Background: an optimization exercise with open tools, aiming at small area. Do not read the settings as production practice. Only simulation tests tie the RTL to the original design; equivalence was not proved.

the baseline:
==> flow/design.v (excerpt) <==
module top (input clk, rst, enin, enout,
            input signed [9:0] datain,
            output reg signed [9:0] dataout);
Size: ~2,100 cells after synthesis, ~0.034 mm² of cells after synthesis.
==> flow/config.mk <==
export PLATFORM = sky130hd
export DESIGN_NAME = top
export DESIGN_NICKNAME = top
export VERILOG_FILES = /design/flow/design.v
export SDC_FILE = /design/flow/constraint.sdc
export NUM_CORES = 4
export LEC_CHECK = 0
export CAP_MARGIN = 20
export CORE_MARGIN = 2
export CORE_UTILIZATION = 65
export CTS_BUF_LIST = sky130_fd_sc_hd__clkbuf_8 sky130_fd_sc_hd__clkbuf_16
export CTS_CLUSTER_DIAMETER = 80
export CTS_CLUSTER_SIZE = 30
export PLACE_DENSITY = 0.75
export SLEW_MARGIN = 20
==> flow/constraint.sdc <==
create_clock -name core_clock -period 20.0 [get_ports {clk}]
set_input_delay 4.0000 -clock core_clock [delete_from_list [all_inputs] [get_ports {clk}]]
set_output_delay 4.0000 -clock core_clock [all_outputs]
set_load 0.01 [all_outputs]
standard.sh (not shown) runs the stock make flow with config.mk's settings and CLKGATE_MAP_FILE= SYNTH_SCRIPT=/design/flow/synth_recipe.tcl, a recipe that flattens the netlist after the stock synthesis.
==> flow/flow/run.sh <==
#!/bin/bash
# Standard layout, with two changes: the port buffers that placement inserts are the
# smallest buffer cell (BUFFER_PORTS_ARGS), and one netlist pass runs between synthesis and
# floorplan: flow/fapol.py re-polarises the full adders of the synthesised netlist so that
# fewer inverters are needed. Registers and every other cell are left as synthesis made them.
set -euo pipefail
R=orfs/results/$FLOW_PLATFORM/top/base
export BUFFER_PORTS_ARGS="-buffer_cell sky130_fd_sc_hd__buf_1"
bash standard.sh synth > standard_synth.log 2>&1
cp $R/1_2_yosys.v $R/1_2_yosys.std.v
python3 flow/fapol.py $R/1_2_yosys.std.v $R/1_2_yosys.pol.v > fapol.log 2>&1
mv $R/1_2_yosys.pol.v $R/1_2_yosys.v
rm -f $R/1_synth.odb $R/1_synth.sdc
bash standard.sh > standard_finish.log 2>&1
Other scripts of this flow, unchanged in this note and not shown: flow/flow/fapol.py
The following lists how the candidate was set up differently from the baseline:
Settings: CTS_CLUSTER_SIZE now 25, was 30; CTS_CLUSTER_DIAMETER now 60, was 80; CTS_BUF_LIST now sky130_fd_sc_hd__clkbuf_16, was sky130_fd_sc_hd__clkbuf_8 sky130_fd_sc_hd__clkbuf_16.
--- outcome ---
Die area came out exactly the same in the baseline and the candidate. Any difference in mean routed wirelength per cell between the baseline and the candidate is small enough to ignore.

## try-onyx
Another version of the RTL of top (not shown whole).
Size in the first run: roughly 2400 cells after synthesis, about 690 flip-flops, ~24 I/O pins.
clock: 20.0 ns
lec_check: 0
cap_margin: 20
core_margin: 2
core_utilization: 65
cts_buf_list: sky130_fd_sc_hd__clkbuf_8
cts_cluster_diameter: 40
cts_cluster_size: 15
place_density: 0.75
slew_margin: 20
run.sh (not shown) runs the stock make flow with config.mk's settings and CLKGATE_MAP_FILE= SYNTH_SCRIPT=/design/flow/synth_recipe.tcl, a recipe that flattens the netlist after the stock synthesis.
Stock flow here: none of the scripts above is used.
Both conditions hold for try-onyx: the flow ran to the end and the final layout passed the timing, DRC and antenna checks.
Setup changes, try-onyx to try-delta
Settings: a change of CTS_CLUSTER_SIZE from 15 to 28; a change of CTS_CLUSTER_DIAMETER from 40 to 60; a change of CTS_BUF_LIST from sky130_fd_sc_hd__clkbuf_8 to sky130_fd_sc_hd__clkbuf_16; a change of CORE_UTILIZATION from 65 to 80; a change of PLACE_DENSITY from 0.75 to 0.9; a change of SLEW_MARGIN from 20 to 0; a change of CAP_MARGIN from 20 to 0.
Findings:
Every run in the comparison, try-delta and try-onyx, completed the flow with a clean layout. Going from try-onyx to try-delta, total of fill cells in the finished design -1791; top achievable clock speed -0.71%; setup slack -0.14 ns. The final reports for try-delta and try-onyx show die area lower in the former.
The following lists how try-violet was set up differently from try-delta:
Settings: swapping 28 for 25 in CTS_CLUSTER_SIZE; swapping 0 for 20 in SLEW_MARGIN; swapping 0 for 20 in CAP_MARGIN; swapping 80 for 65 in CORE_UTILIZATION; swapping 0.9 for 0.75 in PLACE_DENSITY.
### Flow results
A highest signal layer in the routed design of met4 is what try-violet shows, while met5 belongs to try-delta.
Fraction of synthesis flops using an asynchronous set or reset pin came out exactly the same in try-delta and try-violet.
For the final non-filler cell total, try-violet came in about 3.5% higher than try-delta did.
try-violet vs. try-delta: design area up 0.48%; clock period minus final worst setup slack now sits lower; via count now sits lower.
Global-route usage over all layers (higher): try-delta

== the previous run ==
The RTL this note starts from:
==> flow/design.v <==
module oneD_DCT(input [79:0] x, output [79:0] y);
function [9:0] ad; input [9:0] a, b; input ci; integer i; reg c; begin
  c = ci; for (i = 0; i < 10; i = i + 1) {c, ad[i]} = a[i] + b[i] + c; end endfunction
function [17:0] ad18; input [17:0] a, b; integer i; reg c; begin
  c = 1'b0; for (i = 0; i < 18; i = i + 1) {c, ad18[i]} = a[i] + b[i] + c; end endfunction
function [17:0] sx; input [9:0] d; sx = {{8{d[9]}}, d}; endfunction
function [9:0] m138; input [9:0] d; reg [17:0] v; begin v = sx(d);             
  v = ad18(ad18(v << 7, v << 3), v << 1); m138 = v[17:8]; end endfunction
function [9:0] m181; input [9:0] d; reg [17:0] v, t; begin v = sx(d);           
  t = ad18(v, v << 2); t = ad18(t << 5, t << 2); t = ad18(t, v); m181 = t[17:8]; end endfunction
function [9:0] m334; input [9:0] d; reg [17:0] v, t; begin v = sx(d);           
  t = ad18(v, v << 2); t = ad18(t, t << 5); t = ad18(t << 1, v << 2); m334 = t[17:8]; end endfunction
function [9:0] m97; input [9:0] d; reg [17:0] v, t; begin v = sx(d);            
  t = ad18(v, v << 1); t = ad18(t << 5, v); m97 = t[17:8]; end endfunction
wire [9:0] a0=x[9:0],a1=x[19:10],a2=x[29:20],a3=x[39:30],a4=x[49:40],a5=x[59:50],a6=x[69:60],a7=x[79:70];
wire [9:0] b0 = ad(a0, a7, 1'b0),  b7 = ad(a0, ~a7, 1'b1);
wire [9:0] b1 = ad(a1, a6, 1'b0),  b3 = ad(a1, ~a6, 1'b1);
wire [9:0] b4 = ad(a2, a5, 1'b0),  b6 = ad(a2, ~a5, 1'b1);
wire [9:0] b2 = ad(a2, ~a4, 1'b1);
wire [9:0] nb5 = ad(~a3, ~a4, 1'b1);                  
wire [9:0] c0 = ad(b0, ~nb5, 1'b0), c4 = ad(b0, nb5, 1'b1);
wire [9:0] c3 = ad(b1, b4, 1'b0),   c1 = ad(b1, ~b4, 1'b1);
wire [9:0] c2 = ad(b2, b6, 1'b0);
wire [9:0] c5 = ad(b3, b7, 1'b0);
wire [9:0] c6 = ad(b3, b6, 1'b0);
wire [9:0] c7 = b7;
wire [9:0] d0 = ad(c0, c3, 1'b0),   d1 = ad(c0, ~c3, 1'b1);
wire [9:0] d3 = ad(c1, c4, 1'b0);
wire [9:0] d4 = ad(c2, ~c5, 1'b1);
wire [9:0] h2 = m138(c2), h3 = m181(c6), h4 = m334(c5), h6 = m181(d3), h7 = m97(d4);
wire k2 = c2[9] & (|c2[6:0]);
wire k3 = c6[9] & (|c6[7:0]);
wire k4 = c5[9] & (|c5[6:0]);
wire k6 = d3[9] & (|d3[7:0]);
wire k7 = d4[9] & (|d4[7:0]);
wire [9:0] f2 = ad(c4, h6, k6),  f3 = ad(c4, ~h6, ~k6);
wire [9:0] f4 = ad(c7, h3, k3),  f5 = ad(c7, ~h3, ~k3);
wire [9:0] g6 = ad(h2, h7, k2),  g7 = ad(h4, h7, k4);    
wire [9:0] s1 = ad(f4, g7, k7),  s7 = ad(f4, ~g7, ~k7);
wire [9:0] s5 = ad(f5, g6, k7),  s3 = ad(f5, ~g6, ~k7);
assign y = {s7, f3, s5, d1, s3, f2, s1, d0};
endmodule
module quant(input [9:0] x, input [5:0] idx, output [9:0] q);
reg [6:0] d;
wire [2:0] row = idx[5:3] - 3'd1;    
always @* case ({row, idx[2:0]})
    6'o00: d = 16;   6'o01: d = 11;   6'o02: d = 10;   6'o03: d = 16;   6'o04: d = 24;   6'o05: d = 40;   6'o06: d = 51;   6'o07: d = 61;
    6'o10: d = 12;   6'o11: d = 12;   6'o12: d = 14;   6'o13: d = 19;   6'o14: d = 26;   6'o15: d = 58;   6'o16: d = 60;   6'o17: d = 55;
    6'o20: d = 14;   6'o21: d = 13;   6'o22: d = 16;   6'o23: d = 24;   6'o24: d = 40;   6'o25: d = 57;   6'o26: d = 69;   6'o27: d = 56;
    6'o30: d = 14;   6'o31: d = 17;   6'o32: d = 22;   6'o33: d = 29;   6'o34: d = 51;   6'o35: d = 87;   6'o36: d = 80;   6'o37: d = 62;
    6'o40: d = 18;   6'o41: d = 22;   6'o42: d = 37;   6'o43: d = 56;   6'o44: d = 68;   6'o45: d = 109;  6'o46: d = 103;  6'o47: d = 77;
    6'o50: d = 24;   6'o51: d = 35;   6'o52: d = 55;   6'o53: d = 64;   6'o54: d = 81;   6'o55: d = 104;  6'o56: d = 113;  6'o57: d = 92;
    6'o60: d = 49;   6'o61: d = 64;   6'o62: d = 78;   6'o63: d = 87;   6'o64: d = 103;  6'o65: d = 121;  6'o66: d = 120;  6'o67: d = 101;
    6'o70: d = 72;   6'o71: d = 92;   6'o72: d = 95;   6'o73: d = 98;   6'o74: d = 112;  6'o75: d = 100;  6'o76: d = 103;  6'o77: d = 99;
endcase
function [8:0] ad8; input [7:0] a, b; input ci; integer i; reg c; begin
  c = ci; for (i = 0; i < 8; i = i + 1) {c, ad8[i]} = a[i] + b[i] + c; ad8[8] = c; end endfunction
function [9:0] inc; input [9:0] a; input ci; integer i; reg c; begin
  c = ci; for (i = 0; i < 10; i = i + 1) begin inc[i] = a[i] ^ c; c = a[i] & c; end end endfunction
wire s = x[9];
wire [9:0] ax = inc(x ^ {10{s}}, s);    
reg [12:0] r;
reg [5:0] qq;
reg [8:0] t;
integer j;
always @* begin
    r = {3'd0, ax};
    for (j = 5; j >= 0; j = j - 1) begin
        t = ad8(r[j +: 8], {1'b1, ~d}, 1'b1);    
        qq[j] = t[8];
        if (t[8]) r[j +: 8] = t[7:0];
    end
end
assign q = inc({4'd0, qq} ^ {10{s}}, s);
endmodule
module top (input clk, rst, enin, enout,
            input signed [9:0] datain,
            output reg signed [9:0] dataout);
reg [9:0] W [0:63];
reg [7:0] pc;
wire take   = enin & ~pc[6] & ~pc[7];                   
wire rowrun = pc[6] & ~pc[7];                           
wire rowend = rowrun & (pc[2:0] == 3'd0);
wire colrun = pc[7] & (pc[6:3] == 4'd0);                
wire rd     = enout & pc[7] & (pc[6:3] != 4'd0) & ~(pc[6] & (pc[5:3] == 3'b001));   
wire [79:0] ein, eout;
assign ein = rowrun ? {W[7],W[6],W[5],W[4],W[3],W[2],W[1],W[0]}
                    : {W[56],W[48],W[40],W[32],W[24],W[16],W[8],W[0]};
oneD_DCT eng(.x(ein), .y(eout));
wire [9:0] y0=eout[9:0], y1=eout[19:10], y2=eout[29:20], y3=eout[39:30],
           y4=eout[49:40], y5=eout[59:50], y6=eout[69:60], y7=eout[79:70];
wire [9:0] q;
quant qu(.x(W[56]), .idx(pc[5:0]), .q(q));
always @(posedge clk) begin
    if (rst) pc <= 8'd0;
    else if (take | rowrun | colrun | rd) pc <= pc + 8'd1;
end
always @(posedge clk) if (~rst & rd) dataout <= q;
integer i;
wire shift = take | rowrun | colrun | rd;
always @(posedge clk) begin
    if (shift) begin
        for (i = 0; i < 63; i = i + 1) W[i] <= W[i+1];
        W[63] <= (colrun | rowend) ? y0 : (take ? datain : W[0]);
        if (rowend) begin
            W[0] <= y1; W[1] <= y2; W[2] <= y3; W[3] <= y4;
            W[4] <= y5; W[5] <= y6; W[6] <= y7;
        end
        if (colrun) begin
            W[7] <= y1; W[15] <= y2; W[23] <= y3; W[31] <= y4;
            W[39] <= y5; W[47] <= y6; W[55] <= y7;
        end
    end
end
endmodule
clock: 20.0 ns
lec_check: 0
cap_margin: 20
core_margin: 2
core_utilization: 60
cts_buf_list: sky130_fd_sc_hd__clkbuf_16
cts_cluster_diameter: 80
cts_cluster_size: 30
place_density: 0.7
slew_margin: 20
standard.sh (not shown) runs the stock make flow with config.mk's settings and CLKGATE_MAP_FILE= SYNTH_SCRIPT=/design/flow/synth_recipe.tcl, a recipe that flattens the netlist after the stock synthesis.
Scripts as last shown in full above: flow/flow/run.sh
Other scripts of this flow, unchanged in this note and not shown: flow/flow/fapol.py
diff inputs: the previous run => the current run
diff --git a/flow/config.mk b/flow/config.mk
--- a/flow/config.mk
+++ b/flow/config.mk
@@ -10 +10 @@
-export CORE_UTILIZATION = 60
+export CORE_UTILIZATION = 65
@@ -14 +14 @@
-export PLACE_DENSITY = 0.7
+export PLACE_DENSITY = 0.75
Findings:
Number of fill cells for the current run: 692 down relative to the previous run
Between the current run and the previous run, it is the current run whose register-to-register slack is higher, by 20 ps.
Relative to the previous run, the current run degrades sum of routed wire length over all layers.

## run Z
top, a different RTL version from the one above (not shown whole).
For scale: roughly 2900 cells after synthesis, ~690 flip-flops, about 24 I/O pins, about 38000 sq um of cells after synthesis.
==> flow/design.v (excerpt) <==
module top (input clk, rst, enin, enout,
            input signed [9:0] datain,
            output reg signed [9:0] dataout);
reg [9:0] W [0:63];
reg [9:0] IN;           
reg       iv;           
reg       rowend;       
reg [6:0] pc;           
reg [3:0] cs;           
reg [6:0] rc;           
wire colrun = ~cs[3] & colgo;
reg colgo;
wire [79:0] ein, eout;
assign ein = colrun ? {W[56],W[48],W[40],W[32],W[24],W[16],W[8],W[0]}
                    : {IN,W[63],W[62],W[61],W[60],W[59],W[58],W[57]};
oneD_DCT eng(.x(ein), .y(eout));
wire [9:0] y0=eout[9:0], y1=eout[19:10], y2=eout[29:20], y3=eout[39:30],
           y4=eout[49:40], y5=eout[59:50], y6=eout[69:60], y7=eout[79:70];
wire rd = enout & colgo & cs[3] & ~rc[6];
wire [9:0] q;
quant qu(.x(W[56]), .idx(rc[5:0]), .q(q));
integer i;
always @(posedge clk) begin
    if (rst) begin
        iv <= 1'b0; rowend <= 1'b0; pc <= 7'd0; cs <= 4'd0; colgo <= 1'b0; rc <= 7'd0;
        dataout <= 10'd0;
    end else begin
        iv <= enin & ~pc[6];
        if (enin & ~pc[6]) begin
            IN <= datain;
            rowend <= (pc[2:0] == 3'd7);
            pc <= pc + 7'd1;
        end
        if (iv & rowend & pc[6] & ~colgo) colgo <= 1'b1;
        if (colrun) cs <= cs + 4'd1;
        if (rd) begin
            dataout <= q;
            rc <= rc + 7'd1;
        end
    end
end
wire shift = iv | colrun | rd;
always @(posedge clk) begin
    if (shift) begin
        for (i = 0; i < 63; i = i + 1) W[i] <= W[i+1];
        W[63] <= colrun ? y0 : (iv ? IN : W[0]);
        if (iv & rowend) begin
            W[56] <= y0; W[57] <= y1; W[58] <= y2; W[59] <= y3;
            W[60] <= y4; W[61] <= y5; W[62] <= y6; W[63] <= y7;
        end
        if (colrun) begin
            W[7] <= y1; W[15] <= y2; W[23] <= y3; W[31] <= y4;
            W[39] <= y5; W[47] <= y6; W[55] <= y7;
        end
    end
end
endmodule
export LEC_CHECK = 0
export CAP_MARGIN = 20
export CORE_MARGIN = 2
export CORE_UTILIZATION = 40
export CTS_BUF_LIST = sky130_fd_sc_hd__clkbuf_4
export PLACE_DENSITY = 0.6
export SLEW_MARGIN = 20
create_clock -name core_clock -period 20.0 [get_ports {clk}]
run.sh (not shown) runs the stock make flow with config.mk's settings and CLKGATE_MAP_FILE= SYNTH_SCRIPT=/design/flow/synth_recipe.tcl, a recipe that flattens the netlist after the stock synthesis.
Stock flow here: none of the scripts above is used.
Edits applied to the flow inputs when going from run Z to run X:
--- a/flow/config.mk
+++ b/flow/config.mk
@@ -10,3 +10,2 @@
 export CORE_UTILIZATION = 40
-export CTS_BUF_LIST = sky130_fd_sc_hd__clkbuf_4
 export PLACE_DENSITY = 0.6
Results
Changes observed in run X relative to run Z: smallest hold slack has increased, area share of fa/ha/maj cells after synthesis has remained practically unchanged, register share of the cell area has remained practically unchanged.

==> static timing again, ports no longer ideal <==
Ports are ideal in the flow. The routed layouts listed here were re-timed in OpenROAD.
Step 1 assumes that a clkbuf_16 drives the clock port and a buf_2 every other input.
Step 2 also shifts input and output timing later by t, the mid clock arrival at the registers, as if the neighbouring blocks saw the same clock.
Three values: ideal ports, drivers, drivers and shift; two values: the first two.
| run | shift t [ns] | slack for setup (ns) | worst setup path after step 2 | clock arrival spread, ns | pins driven straight from the clock port |
|---|---|---|---|---|---|
| the baseline | 0.670 | 0.934 / 0.934 / 0.934 | register to register | 0.051 / 0.051 | 1 |
| the candidate | 0.641 | 0.935 / 0.935 / 0.935 | register to register | 0.043 / 0.043 | 1 |
| try-onyx | 0.726 | 1.197 / 1.197 / 1.197 | register to register | 0.053 / 0.054 | 1 |
| try-delta | 0.685 | 1.062 / 1.062 / 1.062 | register to register | 0.046 / 0.045 | 1 |
| try-violet | 0.657 | 1.231 / 1.231 / 1.231 | register to register | 0.031 / 0.030 | 1 |
| the previous run | 0.696 | 0.911 / 0.911 / 0.911 | register to register | 0.045 / 0.045 | 1 |
| the current run | 0.670 | 0.934 / 0.934 / 0.934 | register to register | 0.051 / 0.051 | 1 |
| run Z | 1.109 | 4.676 / 4.676 / 4.676 | register to register | 0.097 / 0.098 | 1 |
| run X | 0.675 | 4.693 / 4.693 / 4.693 | register to register | 0.034 / 0.035 | 1 |
After both steps every run listed still meets setup and hold.
